This is an optimization exercise on Yosys and OpenROAD, whose aim is small area, not a production implementation.
The RTL was checked by simulation tests, not by an equivalence proof against the original design.
Power is estimated from default activity; no workload was simulated.

==> design.v <==
module ahb (
            hclk
           ,hresetn
           ,htrans
           ,haddr
           ,hwdata
           ,hready_in
           ,hsel
           ,hwrite
           ,hsize
           ,hresp
           ,hready_out
           ,hrdata
           ,frame_num
           ,sample_in_frame
           ,com_2_ovl
           ,max_point_fft_core
           ,alpha
           ,quarter
           ,fft_num
           ,fft_stage_number
           ,mel_num
           ,cep_num
           ,trigger
           );
input hclk;                       
input hresetn;                    
input [1:0]htrans;
input [11:0]haddr;
input [31:0]hwdata;
input hready_in;
input hsel;
input hwrite;
input [2:0]hsize;
output [1:0]hresp;
output hready_out;
output [31:0]hrdata;
output [31:0]frame_num;            
output [31:0]sample_in_frame;      
output [31:0]com_2_ovl;            
output [31:0]max_point_fft_core;   
output [31:0]alpha;                
output [31:0]quarter;              
output [31:0]fft_num;              
output [31:0]fft_stage_number;     
output [31:0]mel_num;              
output [31:0]cep_num;              
output trigger;                    
wire [31:0]hrdata;
reg [31:0]frame_num;
reg [31:0]sample_in_frame;
reg [31:0]com_2_ovl;
reg [31:0]max_point_fft_core;
reg [31:0]alpha;
reg [31:0]quarter;
reg [31:0]fft_num;
reg [31:0]fft_stage_number;
reg [31:0]mel_num;
reg [31:0]cep_num;
reg trigger;
reg [3:0]addr_q;
reg wr_q;
wire xfer = htrans[1] & hready_in & hsel;
always @(posedge hclk) begin
  addr_q <= haddr[3:0] | {4{|haddr[11:4]}};
end
always @(posedge hclk or negedge hresetn) begin
  if (!hresetn) wr_q <= 1'b0;
  else          wr_q <= xfer & hwrite & (hsize == 3'b010);
end
wire [10:0]sel;
wire [10:0]we;
wire [10:0]nwe;
ahb_dec u_dec (.a(addr_q), .w(wr_q), .sel(sel), .we(we), .nwe(nwe));
wire [31:0]rv [0:9];
wire [31:0]nx [0:9];
assign rv[0] = frame_num;
assign rv[1] = sample_in_frame;
assign rv[2] = com_2_ovl;
assign rv[3] = max_point_fft_core;
assign rv[4] = alpha;
assign rv[5] = quarter;
assign rv[6] = fft_num;
assign rv[7] = fft_stage_number;
assign rv[8] = mel_num;
assign rv[9] = cep_num;
genvar k, i;
generate
  for (k = 0; k < 10; k = k + 1) begin : g_reg
    for (i = 0; i < 32; i = i + 1) begin : g_bit
      ahb_wmux u_wm (.s(we[k]), .sn(nwe[k]), .d(hwdata[i]), .q(rv[k][i]), .y(nx[k][i]));
    end
  end
endgenerate
wire nx_trigger;
ahb_wmux u_wm_trig (.s(we[10]), .sn(nwe[10]), .d(hwdata[0]), .q(trigger), .y(nx_trigger));
always @(posedge hclk or negedge hresetn) begin
  if (!hresetn) begin
    frame_num          <= 32'b0;
    sample_in_frame    <= 32'b0;
    com_2_ovl          <= 32'b0;
    max_point_fft_core <= 32'b0;
    alpha              <= 32'b0;
    quarter            <= 32'b0;
    fft_num            <= 32'b0;
    fft_stage_number   <= 32'b0;
    mel_num            <= 32'b0;
    cep_num            <= 32'b0;
    trigger            <= 1'b0;
  end
  else begin
    frame_num          <= nx[0];
    sample_in_frame    <= nx[1];
    com_2_ovl          <= nx[2];
    max_point_fft_core <= nx[3];
    alpha              <= nx[4];
    quarter            <= nx[5];
    fft_num            <= nx[6];
    fft_stage_number   <= nx[7];
    mel_num            <= nx[8];
    cep_num            <= nx[9];
    trigger            <= nx_trigger;
  end
end
ahb_rmux11 u_rm0 (.s(sel), .d({trigger, rv[9][0], rv[8][0], rv[7][0], rv[6][0], rv[5][0], rv[4][0], rv[3][0], rv[2][0], rv[1][0], rv[0][0]}), .y(hrdata[0]));
generate
  for (i = 1; i < 32; i = i + 1) begin : g_rd
    ahb_rmux10 u_rm (.s(sel[9:0]), .d({rv[9][i], rv[8][i], rv[7][i], rv[6][i], rv[5][i], rv[4][i], rv[3][i], rv[2][i], rv[1][i], rv[0][i]}), .y(hrdata[i]));
  end
endgenerate
assign hresp = 2'b0;
assign hready_out = 1'b1;
endmodule
module ahb_dec (
  input  [3:0]a,
  input  w,
  output [10:0]sel,
  output [10:0]we,
  output [10:0]nwe
);
wire [3:0]lo;
wire [3:0]nlo;
wire [2:0]hi;
wire [2:0]nhi;
wire [2:0]hiw;
wire [2:0]nhiw;
genvar j, k;
generate
  for (j = 0; j < 4; j = j + 1) begin : g_lo
    assign lo[j]  = (a[1:0] == j);
    assign nlo[j] = ~lo[j];
  end
  for (j = 0; j < 3; j = j + 1) begin : g_hi
    assign hi[j]   = (a[3:2] == j);
    assign nhi[j]  = ~hi[j];
    assign hiw[j]  = hi[j] & w;
    assign nhiw[j] = ~hiw[j];
  end
  for (k = 0; k < 11; k = k + 1) begin : g
    ahb_nor2  u_sel (.a(nlo[k % 4]), .b(nhi[k / 4]),  .y(sel[k]));
    ahb_nor2  u_we  (.a(nlo[k % 4]), .b(nhiw[k / 4]), .y(we[k]));
    ahb_nand2 u_nwe (.a(lo[k % 4]),  .b(hiw[k / 4]),  .y(nwe[k]));
  end
endgenerate
endmodule
module ahb_nor2 (
  input  a,
  input  b,
  output y
);
assign y = ~(a | b);
endmodule
module ahb_nand2 (
  input  a,
  input  b,
  output y
);
assign y = ~(a & b);
endmodule
module ahb_wmux (
  input  s,
  input  sn,
  input  d,
  input  q,
  output y
);
assign y = (s & d) | (sn & q);
endmodule
module ahb_rmux10 (
  input  [9:0]s,
  input  [9:0]d,
  output y
);
wire [2:0]n;
ahb_aoi222 u_a0 (.a(s[2:0]), .b(d[2:0]), .y(n[0]));
ahb_aoi222 u_a1 (.a(s[5:3]), .b(d[5:3]), .y(n[1]));
ahb_aoi222 u_a2 (.a(s[8:6]), .b(d[8:6]), .y(n[2]));
assign y = ~(n[0] & n[1] & n[2] & ~(s[9] & d[9]));
endmodule
module ahb_rmux11 (
  input  [10:0]s,
  input  [10:0]d,
  output y
);
wire [2:0]n;
ahb_aoi222 u_a0 (.a(s[2:0]), .b(d[2:0]), .y(n[0]));
ahb_aoi222 u_a1 (.a(s[5:3]), .b(d[5:3]), .y(n[1]));
ahb_aoi222 u_a2 (.a(s[8:6]), .b(d[8:6]), .y(n[2]));
assign y = ~(n[0] & n[1] & n[2] & ~((s[9] & d[9]) | (s[10] & d[10])));
endmodule
module ahb_aoi222 (
  input  [2:0]a,
  input  [2:0]b,
  output y
);
assign y = ~|(a & b);
endmodule
==> flow/run.sh <==
#!/bin/bash
# Standard ORFS layout, with the smallest buffer (sky130_fd_sc_hd__buf_1)
# on every port and a clock tree built without dummy loads.
set -euo pipefail
CTS="-sink_clustering_enable -repair_clock_nets -dont_use_dummy_load -buf_list sky130_fd_sc_hd__clkbuf_16 -root_buf sky130_fd_sc_hd__clkbuf_4 -tree_buf sky130_fd_sc_hd__clkbuf_4 -sink_clustering_size 28 -sink_clustering_max_diameter 150"
bash standard.sh 'BUFFER_PORTS_ARGS=-buffer_cell sky130_fd_sc_hd__buf_1' "CTS_ARGS=$CTS" finish > make_finish.log 2>&1
==> standard.sh <==
#!/bin/bash
# synth_recipe.tcl (not shown) runs the flow's synth.tcl, then flattens the netlist and writes it again
# the make line also repeats each setting of config.mk as NAME=value (left out here)
make -C /OpenROAD-flow-scripts/flow DESIGN_CONFIG=/design/flow/config.mk WORK_HOME=/design/flow/orfs CLKGATE_MAP_FILE= SYNTH_SCRIPT=/design/flow/synth_recipe.tcl "${@:-finish}"
==> config.mk <==
export PLATFORM = sky130hd
export DESIGN_NAME = ahb
export DESIGN_NICKNAME = ahb
export VERILOG_FILES = /design/flow/design.v
export SDC_FILE = /design/flow/constraint.sdc
export NUM_CORES = 4
export LEC_CHECK = 0
export CAP_MARGIN = 0
export CORE_MARGIN = 2
export CORE_UTILIZATION = 72
export SLEW_MARGIN = 0
export SYNTH_HIERARCHICAL = 1
==> constraint.sdc <==
create_clock -name core_clock -period 10.0 [get_ports {hclk}]
set_input_delay 2.0000 -clock core_clock [delete_from_list [all_inputs] [get_ports {hclk}]]
set_output_delay 2.0000 -clock core_clock [all_outputs]
set_load 0.01 [all_outputs]
==> impl_metrics.env, run 1 <==
export IMPL_status="no timing/DRC/antenna violations"
export IMPL_gr_total_overflow=0
export IMPL_num_nets_final=1347
export IMPL_dpl_hpwl_um=28200
export IMPL_syn_to_final_growth_pct=18.5
export IMPL_slew_viol_final=0
export IMPL_hold_end="fft_stage_number[10]"
export IMPL_post_cts_buffers=0
export IMPL_yosysUniqueCellTypes=23
export IMPL_grt_max_degree=161
export IMPL_r2r_slack_ns=7.50
export IMPL_synth_area_leaders="dfrtp_1 64%, a22o_1 22%, a222oi_1 7.6%"
export IMPL_first_pass_iters=14
export IMPL_post_cts_resized=0
export IMPL_numCtsBuffers=15
export IMPL_fp_dieH_um=136
export IMPL_yosys_warnings=7
export IMPL_maxCapViolCount=0
export IMPL_start_kind="flop"
export IMPL_rows=48
export IMPL_p_leak_uw=0.00660
export IMPL_setup_viol=0
export IMPL_design_core_area_mm2=0.0172
export IMPL_place_ws_ns=5.56
export IMPL_num_io_pins=410
export IMPL_reg2reg_from="wr_q"
export IMPL_num_vias=12302
export IMPL_remaining_drc_errors=0
export IMPL_die_x_um=136
export IMPL_track_usage=0.516
export IMPL_fin_crit_sh=0.533
export IMPL_rr_endpoint="com_2_ovl[0]"
export IMPL_clkLatencyLatePin_ns=0.68
export IMPL_final_cells=1519
export IMPL_worst_slack_ns=4.67
export IMPL_cts_tree="built"
export IMPL_path_max_fanout=32
export IMPL_critical_path_class="flop to output port"
export IMPL_hold_path_class="flop to flop"
export IMPL_grt_first_pass_wirelength_um=70600
export IMPL_clockBufferDepth=3
export IMPL_via_per_inst=8.10
export IMPL_wl_per_cell_um=32.3
export IMPL_cts_root_buf="clkbuf_4"
export IMPL_yosys_area_top_type="dfrtp_1"
export IMPL_drive_above_1_share=0.0434
export IMPL_rsz0062_at_grt="no"
export IMPL_syn_mean_instance_area_um2=14.5
export IMPL_syn_inst=870
export IMPL_ys_seq_elements=326
export IMPL_power_density_mw_per_mm2=133
export IMPL_routed_wl_um=49100
export IMPL_cp_required_ns=8.00
export IMPL_yosysTopAreaCellShare=0.640
export IMPL_fmax_mhz=188
export IMPL_hold_buffers=0
export IMPL_start_util=0.732
export IMPL_first_global_vias=11881
export IMPL_ys_seq_area_frac=0.647
export IMPL_setup_tns_final_ns=0
export IMPL_drtAntennaViolNets=0
export IMPL_endpoint_kind="output port"
export IMPL_drt_iter0_drc=2655
export IMPL_cts_max_level=1
export IMPL_worstMarginPinSlew_ns=1.31
export IMPL_finalClockSkew_ns=0.0298
export IMPL_crit_path_start="addr_q[0]"
export IMPL_grt_antenna_before_repair=2
export IMPL_hp_start="fft_stage_number[10]"
export IMPL_period_minus_slack_ns=5.33
export IMPL_ir_worst_vdd_uv=122
export IMPL_dpl_cell_count=1501
export IMPL_clkSlewWorstSetupHoldPaths_ns=0.10
export IMPL_place_congestion=0.870
export IMPL_cts_sinks=326
export IMPL_dieArea_mm2=0.0185
export IMPL_portBuffers=405
export IMPL_hold_depth=1
export IMPL_netlist_area_mm2=0.0126
export IMPL_slew_headroom=0.122
export IMPL_rr_worst_depth=3
export IMPL_hold_viol_final=0
export IMPL_worstPathArrival_ns=3.33
stage by stage:
step                      utilization  area, µm²  power, µW  hold WS (ns)
final                           0.868      14900       1990         0.533
after global routing            0.868      14900       2030         0.544
after CTS                       0.867      14900       1980         0.530
after detailed placement        0.849      14600       1400         0.503
after global placement          0.849      14600       1400         0.503
after floorplan                     -      12600       1350         0.551
where the power goes:
group / internal (µW) / switching, µW / total, µW
clock network: 227 / 385 / 613
logic: 8.30 / 46.7 / 55.0
registers: 1320 / 0.182 / 1320
total: 1550 / 432 / 1990
routing by layer:
| metal | track usage | routed length (µm) | vias up |
|---|---|---|---|
| met5 | 0.00278 | 0 | - |
| met2 | 0.743 | 21400 | 1424 |
| li1 | - | - | 4603 |
| met1 | 0.644 | 15200 | 5880 |
| met4 | 0.354 | 4210 | 0 |
| met3 | 0.204 | 8310 | 395 |
modules after synthesis, one instance, submodules excluded:
module,flip-flops and latches,cell area [µm²]
ahb_rmux10,0,10.0
ahb_aoi222,0,10.0
ahb_nor2,0,3.75
ahb_dec,0,119
ahb_rmux11,0,13.8
ahb,326,8240
ahb_wmux,0,8.76
ahb_nand2,0,3.75
placed cells by master, fill, tap and decap left out, types with 3 or more instances in the layout:
cell type,count
nand2_1,33
nor2_1,3
nor2_4,20
dfrtp_1,322
a222oi_1,96
clkbuf_16,12
clkbuf_4,4
diode_2,3
nand4_1,32
conb_1,3
a22o_1,321
nand2_2,10
dfxtp_1,4
nand3b_1,6
buf_1,404
cells by family (layout without fill, tap and decap cells):
kind of cell | count (synthesis) | count (layout) | synth area share
flip-flops | 326 | 326 | 0.647
buffers and inverters | 3 | 423 | 0.00179
AND/OR/NAND/NOR | 121 | 121 | 0.0503
AO/OA/AOI/OAI | 418 | 418 | 0.300
other | 2 | 6 | 0.000597
critical path, stage by stage (launching register included):
cell and delay, ns:
dfxtp_1 0.47, nand2b_1 0.39, nor2_4 1.12, a222oi_1 0.23
nand4_1 0.25, buf_1 0.17
sequential cells by signal, indices dropped and copies added (netlist names):
name                flops
frame_num              32
wr_q                    1
fft_stage_number       32
max_point_fft_core     32
cep_num                32
fft_num                32
quarter                32
alpha                  32
com_2_ovl              32
mel_num                32
trigger                 1
sample_in_frame        32
addr_q                  4
worst max path at each step:
| stage | cells past startpoint | end |
|---|---|---|
| after floorplan | 4 | hrdata[0] |
| after global placement | 5 | hrdata[22] |
| after detailed placement | 5 | hrdata[24] |
| after CTS | 5 | hrdata[24] |
| after global routing | 5 | hrdata[24] |
| final | 5 | hrdata[24] |
synthesized netlist by cell type, drive strengths merged:
cell    number
a222oi      96
a22o       321
a22oi        1
and2         1
and3b        2
and4         1
buf          3
conb         2
dfrtp      322
dfxtp        4
nand2       43
nand2b       2
nand3b       6
nand4       32
nor2        23
nor2b        2
nor3b        1
nor4         2
nor4bb       1
or2          2
or2b         2
or3b         1
final cells by class:
cell class / instances / area [µm²]
tap: 225 / 282
multi-input combinational: 542 / 4600
clock buffer: 15 / 323
sequential: 326 / 8140
fill: 898 / 2270
antenna: 3 / 7.51
timing repair buffer: 408 / 1560
==> inputs of run 2 (changes only) <==
--- a/design.v
+++ b/design.v
@@ -139,36 +139,30 @@
   output [10:0]nwe
 );
 wire [3:0]lo;
-wire [3:0]nlo;
 wire [2:0]hi;
-wire [2:0]nhi;
 wire [2:0]hiw;
-wire [2:0]nhiw;
 genvar j, k;
 generate
   for (j = 0; j < 4; j = j + 1) begin : g_lo
-    assign lo[j]  = (a[1:0] == j);
-    assign nlo[j] = ~lo[j];
+    assign lo[j] = (a[1:0] == j);
   end
   for (j = 0; j < 3; j = j + 1) begin : g_hi
-    assign hi[j]   = (a[3:2] == j);
-    assign nhi[j]  = ~hi[j];
-    assign hiw[j]  = hi[j] & w;
-    assign nhiw[j] = ~hiw[j];
+    assign hi[j]  = (a[3:2] == j);
+    assign hiw[j] = hi[j] & w;
   end
   for (k = 0; k < 11; k = k + 1) begin : g
-    ahb_nor2  u_sel (.a(nlo[k % 4]), .b(nhi[k / 4]),  .y(sel[k]));
-    ahb_nor2  u_we  (.a(nlo[k % 4]), .b(nhiw[k / 4]), .y(we[k]));
-    ahb_nand2 u_nwe (.a(lo[k % 4]),  .b(hiw[k / 4]),  .y(nwe[k]));
+    ahb_and2  u_sel (.a(lo[k % 4]), .b(hi[k / 4]),  .y(sel[k]));
+    ahb_and2  u_we  (.a(lo[k % 4]), .b(hiw[k / 4]), .y(we[k]));
+    ahb_nand2 u_nwe (.a(lo[k % 4]), .b(hiw[k / 4]), .y(nwe[k]));
   end
 endgenerate
 endmodule
-module ahb_nor2 (
+module ahb_and2 (
   input  a,
   input  b,
   output y
 );
-assign y = ~(a | b);
+assign y = a & b;
 endmodule
 module ahb_nand2 (
   input  a,
--- a/config.mk
+++ b/config.mk
@@ -7,6 +7,6 @@
 export LEC_CHECK = 0
 export CAP_MARGIN = 0
 export CORE_MARGIN = 2
-export CORE_UTILIZATION = 72
+export CORE_UTILIZATION = 65
 export SLEW_MARGIN = 0
 export SYNTH_HIERARCHICAL = 1
==> run 2 against run 1 <==
Sequential share of layout area up 0.30 points. Register-to-register slack worse by 0.38 ns. Area after synthesis unchanged. Critical endpoint is now hrdata[26]. Largest cell class unchanged. Total power about the same. Largest power group unchanged. Final cell count up 1.8%. Highest routed layer unchanged. Hold slack worse by 0.0018 ns. Global-route usage down 4.4 points. Wire length up 0.99%. Fmax up 1.5%. Die area up 10%.
==> impl_metrics.env, run 2 <==
export IMPL_status="no timing/DRC/antenna violations"
export IMPL_swShare=0.218
export IMPL_synth_edff_count=0
export IMPL_critical_path_class="flop to output port"
export IMPL_hold_buffers=0
export IMPL_synthMostInstantiatedCell="dfrtp_1"
export IMPL_cts_max_level=1
export IMPL_worstPathArrival_ns=3.25
export IMPL_synthMuxAreaShare=0
export IMPL_dpl_cell_area_mm2=0.0145
export IMPL_cts_sinks=326
export IMPL_dieArea_mm2=0.0205
export IMPL_clkSlewWorstSetupHoldPaths_ns=0.10
export IMPL_maxCapViolCount=0
export IMPL_first_pass_iters=10
export IMPL_portBuffers=405
export IMPL_switching_power_uw=434
export IMPL_multi_input_area_mm2=0.00447
export IMPL_gr_total_overflow=0
export IMPL_async_flop_share=0.988
export IMPL_synth_top_family_by_area="compound AO/OA/AOI/OAI gates"
export IMPL_ys_seq_area_frac=0.647
export IMPL_first_global_vias=11751
export IMPL_p_int_uw=1550
export IMPL_grt_first_pass_wirelength_um=71100
export IMPL_place_congestion=0.879
export IMPL_path_buf_inv=1
export IMPL_num_vias=12014
export IMPL_combPwrFrac=0.028
export IMPL_post_cts_buffers=0
export IMPL_slowest_delay_ns=1.03
export IMPL_finalClockSkew_ns=0.0233
export IMPL_seqCellArea_mm2=0.00814
export IMPL_fin_crit_sh=0.525
export IMPL_track_usage=0.472
export IMPL_numCtsBuffers=15
export IMPL_yosysTopAreaCellShare=0.640
export IMPL_fmax_mhz=191
export IMPL_syn_mean_instance_area_um2=14.6
export IMPL_drtAntennaViolNets=0
export IMPL_synth_area_leaders="dfrtp_1 64%, a22o_1 22%, a222oi_1 7.6%"
export IMPL_rsz0062_at_grt="no"
export IMPL_synth_xor_area_frac=0
export IMPL_power_density_mw_per_mm2=134
export IMPL_via_per_inst=7.77
export IMPL_n_fill_cell=1258
export IMPL_hold_path_class="flop to flop"
export IMPL_num_nets_final=1340
export IMPL_period_minus_slack_ns=5.25
export IMPL_sequentialPowerShare=0.663
export IMPL_die_x_um=143
export IMPL_clock_power_share=0.309
export IMPL_worstMarginPinSlew_ns=1.15
export IMPL_clkLatencyLatePin_ns=0.68
export IMPL_cp_required_ns=8.00
export IMPL_p_leak_uw=0.00665
export IMPL_yosys_area_top_type="dfrtp_1"
export IMPL_start_kind="flop"
export IMPL_syn_to_final_growth_pct=17.9
export IMPL_cts_tree="built"
export IMPL_setup_tns_final_ns=0
export IMPL_yosysUniqueCellTypes=18
export IMPL_endpoint_kind="output port"
export IMPL_remaining_drc_errors=0
export IMPL_grt_max_degree=175
export IMPL_finalPower_uw=1990
export IMPL_synth_top_flop_cell="dfrtp_1"
export IMPL_crit_chain="nor2b_1 > and2_2 > a222oi_1 > nand4_1 > buf_1"
export IMPL_num_io_pins=410
export IMPL_rows=50
export IMPL_cp_top_family="simple AND/OR/NAND/NOR gates"
export IMPL_synth_compound_area_frac=0.300
export IMPL_design_core_area_mm2=0.0188
export IMPL_layout_common_cells="404 x buf_1, 322 x dfrtp_1, 321 x a22o_1"
export IMPL_cts_root_buf="clkbuf_4"
export IMPL_start_util=0.668
export IMPL_yosys_warnings=7
export IMPL_final_cells=1547
export IMPL_yosys_top_cells_count="322 x dfrtp_1, 321 x a22o_1, 96 x a222oi_1, 42 x nand2_1, 32 x nand4_1"
export IMPL_syn_inst=863
export IMPL_post_cts_resized=0
export IMPL_drive_above_1_share=0.0397
export IMPL_path_max_fanout=32
export IMPL_fp_dieH_um=143
export IMPL_cpMaxStageDelayCell="and2_2"
export IMPL_synth_fa_ha_area_frac=0
export IMPL_netlist_area_mm2=0.0126
export IMPL_wl_per_cell_um=32.1
export IMPL_dpl_hpwl_um=27800
export IMPL_hold_viol_final=0
export IMPL_fin_area_mm2=0.0148
export IMPL_clockBufferDepth=3
export IMPL_ir_worst_vdd_uv=159
export IMPL_ys_seq_elements=326
export IMPL_grt_antenna_before_repair=2
export IMPL_drt_iter0_drc=2397
export IMPL_slew_viol_final=0
export IMPL_holdWs_ns=0.531
export IMPL_dpl_cell_count=1529
export IMPL_mostFrequentLayoutCell="buf_1"
export IMPL_yosys_area_share_simple=0.0503
export IMPL_routed_wl_um=49600
export IMPL_slew_headroom=0.230
export IMPL_setup_viol=0
[run 2: changes by cell type in the layout (fill, tap and decap cells not counted), moves of 2 or more]
cell      change
and2_1        +2
and2_2       +20
and3b_1       +2
and3b_2       -2
nand2b_1      -2
nand3b_1      -2
nor2_4       -20
nor2b_1       +2
or2_2         -2
[run 2: power groups by stage]
| stage | clock, µW | sequential (µW) | combinational, µW |
|---|---|---|---|
| final | 614 | 1320 | 54.8 |
| after global routing | 660 | 1320 | 61.2 |
| after CTS | 610 | 1320 | 54.6 |
| after detailed placement | 0 | 1340 | 54.6 |
| after global placement | 0 | 1340 | 54.0 |
| after floorplan | 0 | 1340 | 4.00 |
[run 2: layout make-up]
class / count / share of cell area
Timing Repair Buffer: 408 / 0.105
Tap cell: 260 / 0.0219
Clock buffer: 15 / 0.0218
Antenna cell: 3 / 0.000506
Sequential cell: 326 / 0.549
Multi-Input combinational cell: 535 / 0.302
[run 2: routing by layer]
layer	vias to the layer above	track usage	share of wire
li1	4580	-	-
met1	5907	0.592	0.32
met4	0	0.296	0.065
met3	274	0.152	0.16
met5	-	0	0
met2	1253	0.716	0.45
[run 2: logic make-up after synthesis]
logic type / after synthesis
compound gates: 418
flops: 326
simple gates: 114
buf+inv: 3
other cells: 2
[run 2: Yosys stat by module, one instance, submodules excluded]
module,area (µm²),cells inside
ahb,8240,339
ahb_dec,63.8,10
ahb_rmux11,13.8,2
ahb_aoi222,10.0,1
ahb_rmux10,10.0,2
ahb_wmux,8.76,1
ahb_and2,6.26,1
ahb_nand2,3.75,1
[run 2: stage by stage]
step                setup WS [ns]  utilization
floorplan                    6.30            -
global placement             5.69        0.770
detailed placement           5.65        0.770
CTS                          4.92        0.787
global route                 4.73        0.787
finish                       4.75        0.787
[run 2: final timing paths]
check / slack, ns / from / depth (start not counted) / end
setup / recovery: 4.75 / addr_q[0] / 5 / hrdata[26]
hold / removal: 0.53 / fft_num[17] / 1 / fft_num[17]
setup reg to reg: 7.12 / wr_q / 3 / sample_in_frame[1]
hold reg to reg: 0.53 / fft_num[17] / 1 / fft_num[17]
max in group asynchronous: 6.88 / hresetn / 3 / sample_in_frame[1]
min in group asynchronous: 1.49 / hresetn / 2 / com_2_ovl[12]
==> inputs of run 3 (changes only) <==
==> flow/run.sh (replaced) <==
#!/bin/bash
# Standard ORFS layout, with the smallest buffer (sky130_fd_sc_hd__buf_1)
# on every port and a clock tree built without dummy loads.
set -euo pipefail
CTS="-sink_clustering_enable -repair_clock_nets -dont_use_dummy_load -buf_list sky130_fd_sc_hd__clkbuf_16 -root_buf sky130_fd_sc_hd__clkbuf_4 -tree_buf sky130_fd_sc_hd__clkbuf_4 -sink_clustering_size 32 -sink_clustering_max_diameter 150"
bash standard.sh 'BUFFER_PORTS_ARGS=-buffer_cell sky130_fd_sc_hd__buf_1' "CTS_ARGS=$CTS" finish > make_finish.log 2>&1
==> run 3 against run 2 <==
Still clean on timing, DRC and antenna. Sequential share of layout area up 0.083 points. Sequential power about the same. Non-clock buffer count unchanged. Critical path type unchanged. Largest cell class unchanged.
==> impl_metrics.env, run 3 <==
export IMPL_first_global_vias=11695
export IMPL_yosysTopAreaCellShare=0.640
export IMPL_hold_viol_final=0
export IMPL_wl_per_cell_um=31.9
export IMPL_slew_viol_final=0
export IMPL_grt_max_degree=175
export IMPL_clockBufferDepth=3
export IMPL_post_cts_resized=0
export IMPL_gr_total_overflow=0
export IMPL_start_kind="flop"
export IMPL_grt_first_pass_wirelength_um=70800
export IMPL_routed_wl_um=49400
export IMPL_yosys_top_cells_count="322 x dfrtp_1, 321 x a22o_1, 96 x a222oi_1, 42 x nand2_1, 32 x nand4_1"
export IMPL_synth_area_leaders="dfrtp_1 64%, a22o_1 22%, a222oi_1 7.6%"
export IMPL_yosysUniqueCellTypes=18
export IMPL_fmax_mhz=189
export IMPL_n_fill_cell=1255
export IMPL_mostFrequentLayoutCell="buf_1"
export IMPL_finalPower_uw=1960
export IMPL_place_congestion=0.879
export IMPL_layout_common_cells="404 x buf_1, 322 x dfrtp_1, 321 x a22o_1"
export IMPL_drt_iter0_drc=2118
export IMPL_clkSlewWorstSetupHoldPaths_ns=0.11
export IMPL_met3_usage=0.141
export IMPL_power_density_mw_per_mm2=133
export IMPL_clkLatencyLatePin_ns=0.69
export IMPL_ys_seq_area_frac=0.647
export IMPL_dieArea_mm2=0.0205
export IMPL_synthMostInstantiatedCell="dfrtp_1"
export IMPL_fp_dieH_um=143
export IMPL_maxCapViolCount=0
export IMPL_dpl_hpwl_um=27800
export IMPL_cts_sinks=326
export IMPL_synth_top_flop_cell="dfrtp_1"
export IMPL_hold_depth=1
export IMPL_yosys_warnings=7
export IMPL_endpoint_kind="output port"
export IMPL_hp_start="fft_num[17]"
export IMPL_drtAntennaViolNets=0
export IMPL_ys_seq_elements=326
export IMPL_path_max_fanout=32
export IMPL_netlist_area_mm2=0.0126
export IMPL_track_usage=0.471
export IMPL_portBuffers=405
export IMPL_hold_end="fft_num[17]"
export IMPL_remaining_drc_errors=0
export IMPL_cts_max_level=1
export IMPL_post_cts_buffers=0
export IMPL_synth_edff_count=0
export IMPL_yosys_area_top_type="dfrtp_1"
export IMPL_worstPathArrival_ns=3.29
export IMPL_worstMarginPinSlew_ns=1.18
export IMPL_r2r_slack_ns=7.19
export IMPL_fin_util=0.786
export IMPL_syn_mean_instance_area_um2=14.6
export IMPL_num_nets_final=1339
export IMPL_design_core_area_mm2=0.0188
export IMPL_numCtsBuffers=14
export IMPL_rr_worst_depth=3
export IMPL_syn_inst=863
export IMPL_num_vias=12024
export IMPL_hold_buffers=0
export IMPL_first_pass_iters=10
export IMPL_num_io_pins=410
export IMPL_ir_worst_vdd_uv=128
export IMPL_critical_path_class="flop to output port"
export IMPL_drive_above_1_share=0.0390
export IMPL_grt_antenna_before_repair=2
export IMPL_cts_root_buf="clkbuf_4"
export IMPL_reg2reg_from="addr_q[3]"
export IMPL_met2_usage=0.720
export IMPL_rr_endpoint="sample_in_frame[18]"
export IMPL_setup_tns_final_ns=0
export IMPL_fin_crit_sh=0.529
export IMPL_die_x_um=143
export IMPL_setup_viol=0
export IMPL_rsz0062_at_grt="no"
export IMPL_syn_to_final_growth_pct=17.7
export IMPL_gr_max_usage_layer="met2"
export IMPL_status="no timing/DRC/antenna violations"
export IMPL_finalClockSkew_ns=0.0593
export IMPL_rows=50
export IMPL_cts_tree="built"
export IMPL_use_met1=0.596
export IMPL_period_minus_slack_ns=5.29
export IMPL_hold_path_class="flop to flop"
export IMPL_slew_headroom=0.216
export IMPL_async_flop_share=0.988
export IMPL_via_per_inst=7.77
export IMPL_cp_required_ns=8.00
export IMPL_start_util=0.668
export IMPL_p_leak_uw=0.00663
-- run 3: changes by cell type in the layout (fill, tap and decap cells not counted), sizes merged --
cell    delta
clkbuf     -1
diode      +1
-- run 3: power breakdown --
group          switching (µW)  internal (µW)  leakage, µW  total [µW]
clock                     379            211     0.000149         590
sequential              0.139           1320      0.00453        1320
combinational            46.6           8.23      0.00195        54.9
-- run 3: cells by family after synthesis --
family,synth area share
compound gates,0.300
flops,0.647
simple gates,0.0503
buf+inv,0.00179
other cells,0.000597
-- run 3: worst max-delay path by stage --
stage | from | endpoint | depth (start not counted)
2_1_floorplan | addr_q[1] | hrdata[0] | 4
3_3_place_gp | addr_q[1] | hrdata[24] | 5
3_5_place_dp | addr_q[1] | hrdata[24] | 5
4_1_cts | addr_q[1] | hrdata[24] | 5
5_1_grt | addr_q[1] | hrdata[24] | 5
6_report | addr_q[1] | hrdata[24] | 5
-- run 3: Yosys stat by module, one instance, submodules excluded --
module      cells  flops+latches  copies in the design  cell area (µm²)
ahb_rmux10      2              0                    31             10.0
ahb_and2        1              0                    22             6.26
ahb_rmux11      2              0                     1             13.8
ahb_wmux        1              0                   321             8.76
ahb           339            326                     1             8240
ahb_aoi222      1              0                    96             10.0
ahb_dec        10              0                     1             63.8
ahb_nand2       1              0                    11             3.75
-- run 3: area by class of cell --
cell class                 instances  area, µm²  share of cell area
clock buffer                      14        298              0.0201
sequential                       326       8140               0.550
timing repair buffer             408       1560               0.105
antenna                            4       10.0            0.000676
multi-input combinational        535       4470               0.302
tap                              260        325              0.0220
-- run 3: critical path, stage by stage, from the launching register on --
cell and delay (ns):
dfxtp_1 0.37, nor2b_1 0.50, and2_2 0.98, a222oi_1 0.32, nand4_1 0.19, buf_1 0.22
-- run 3: per-layer routing --
metal,part of all wire,vias to the layer above,wire length [µm]
met2,0.45,1229,22400
met5,0,-,0
met3,0.16,269,7780
met1,0.32,5939,16000
li1,-,4587,-
met4,0.065,0,3230
-- run 3: per-stage QoR --
step	worst slack [ns]	instance area [µm²]	hold WS, ns	std cells
final	4.71	14800	0.531	1547
after CTS	4.89	14800	0.527	1543
after floorplan	6.30	12600	0.551	864
after detailed placement	5.65	14500	0.507	1529
after global routing	4.71	14800	0.550	1545
after global placement	5.69	14500	0.502	1529

[afterwards: timing with drivers on the ports]
The results above use ideal ports. As a check the final layouts listed here were re-extracted and re-timed, cells and wires unchanged. Step 1 sets driving cells, clkbuf_16 on the clock port and buf_2 on the other inputs (assumed; they add their load-dependent delay and slew). Step 2 moves the port delays by t, midway between the first and last clock arrival at a register: inputs arrive t later, outputs are due t later. That takes back most of the time a late clock gives input paths. Slacks: ideal / step 1 / step 2; pairs: ideal / step 1.
| run | shift t [ns] | setup WS [ns] | clock arrival spread, ns | worst register clock-pin slew, ns | cell pins on the clock port's net |
|---|---|---|---|---|---|
| run 1 | 0.708 | 4.672 / 4.631 / 5.339 | 0.031 / 0.030 | 0.11 / 0.11 | 1 |
| run 2 | 0.710 | 4.752 / 4.709 / 5.419 | 0.030 / 0.030 | 0.11 / 0.11 | 1 |
| run 3 | 0.710 | 4.710 / 4.665 / 5.375 | 0.069 / 0.069 | 0.12 / 0.12 | 1 |
After both steps every run listed still meets setup and hold.
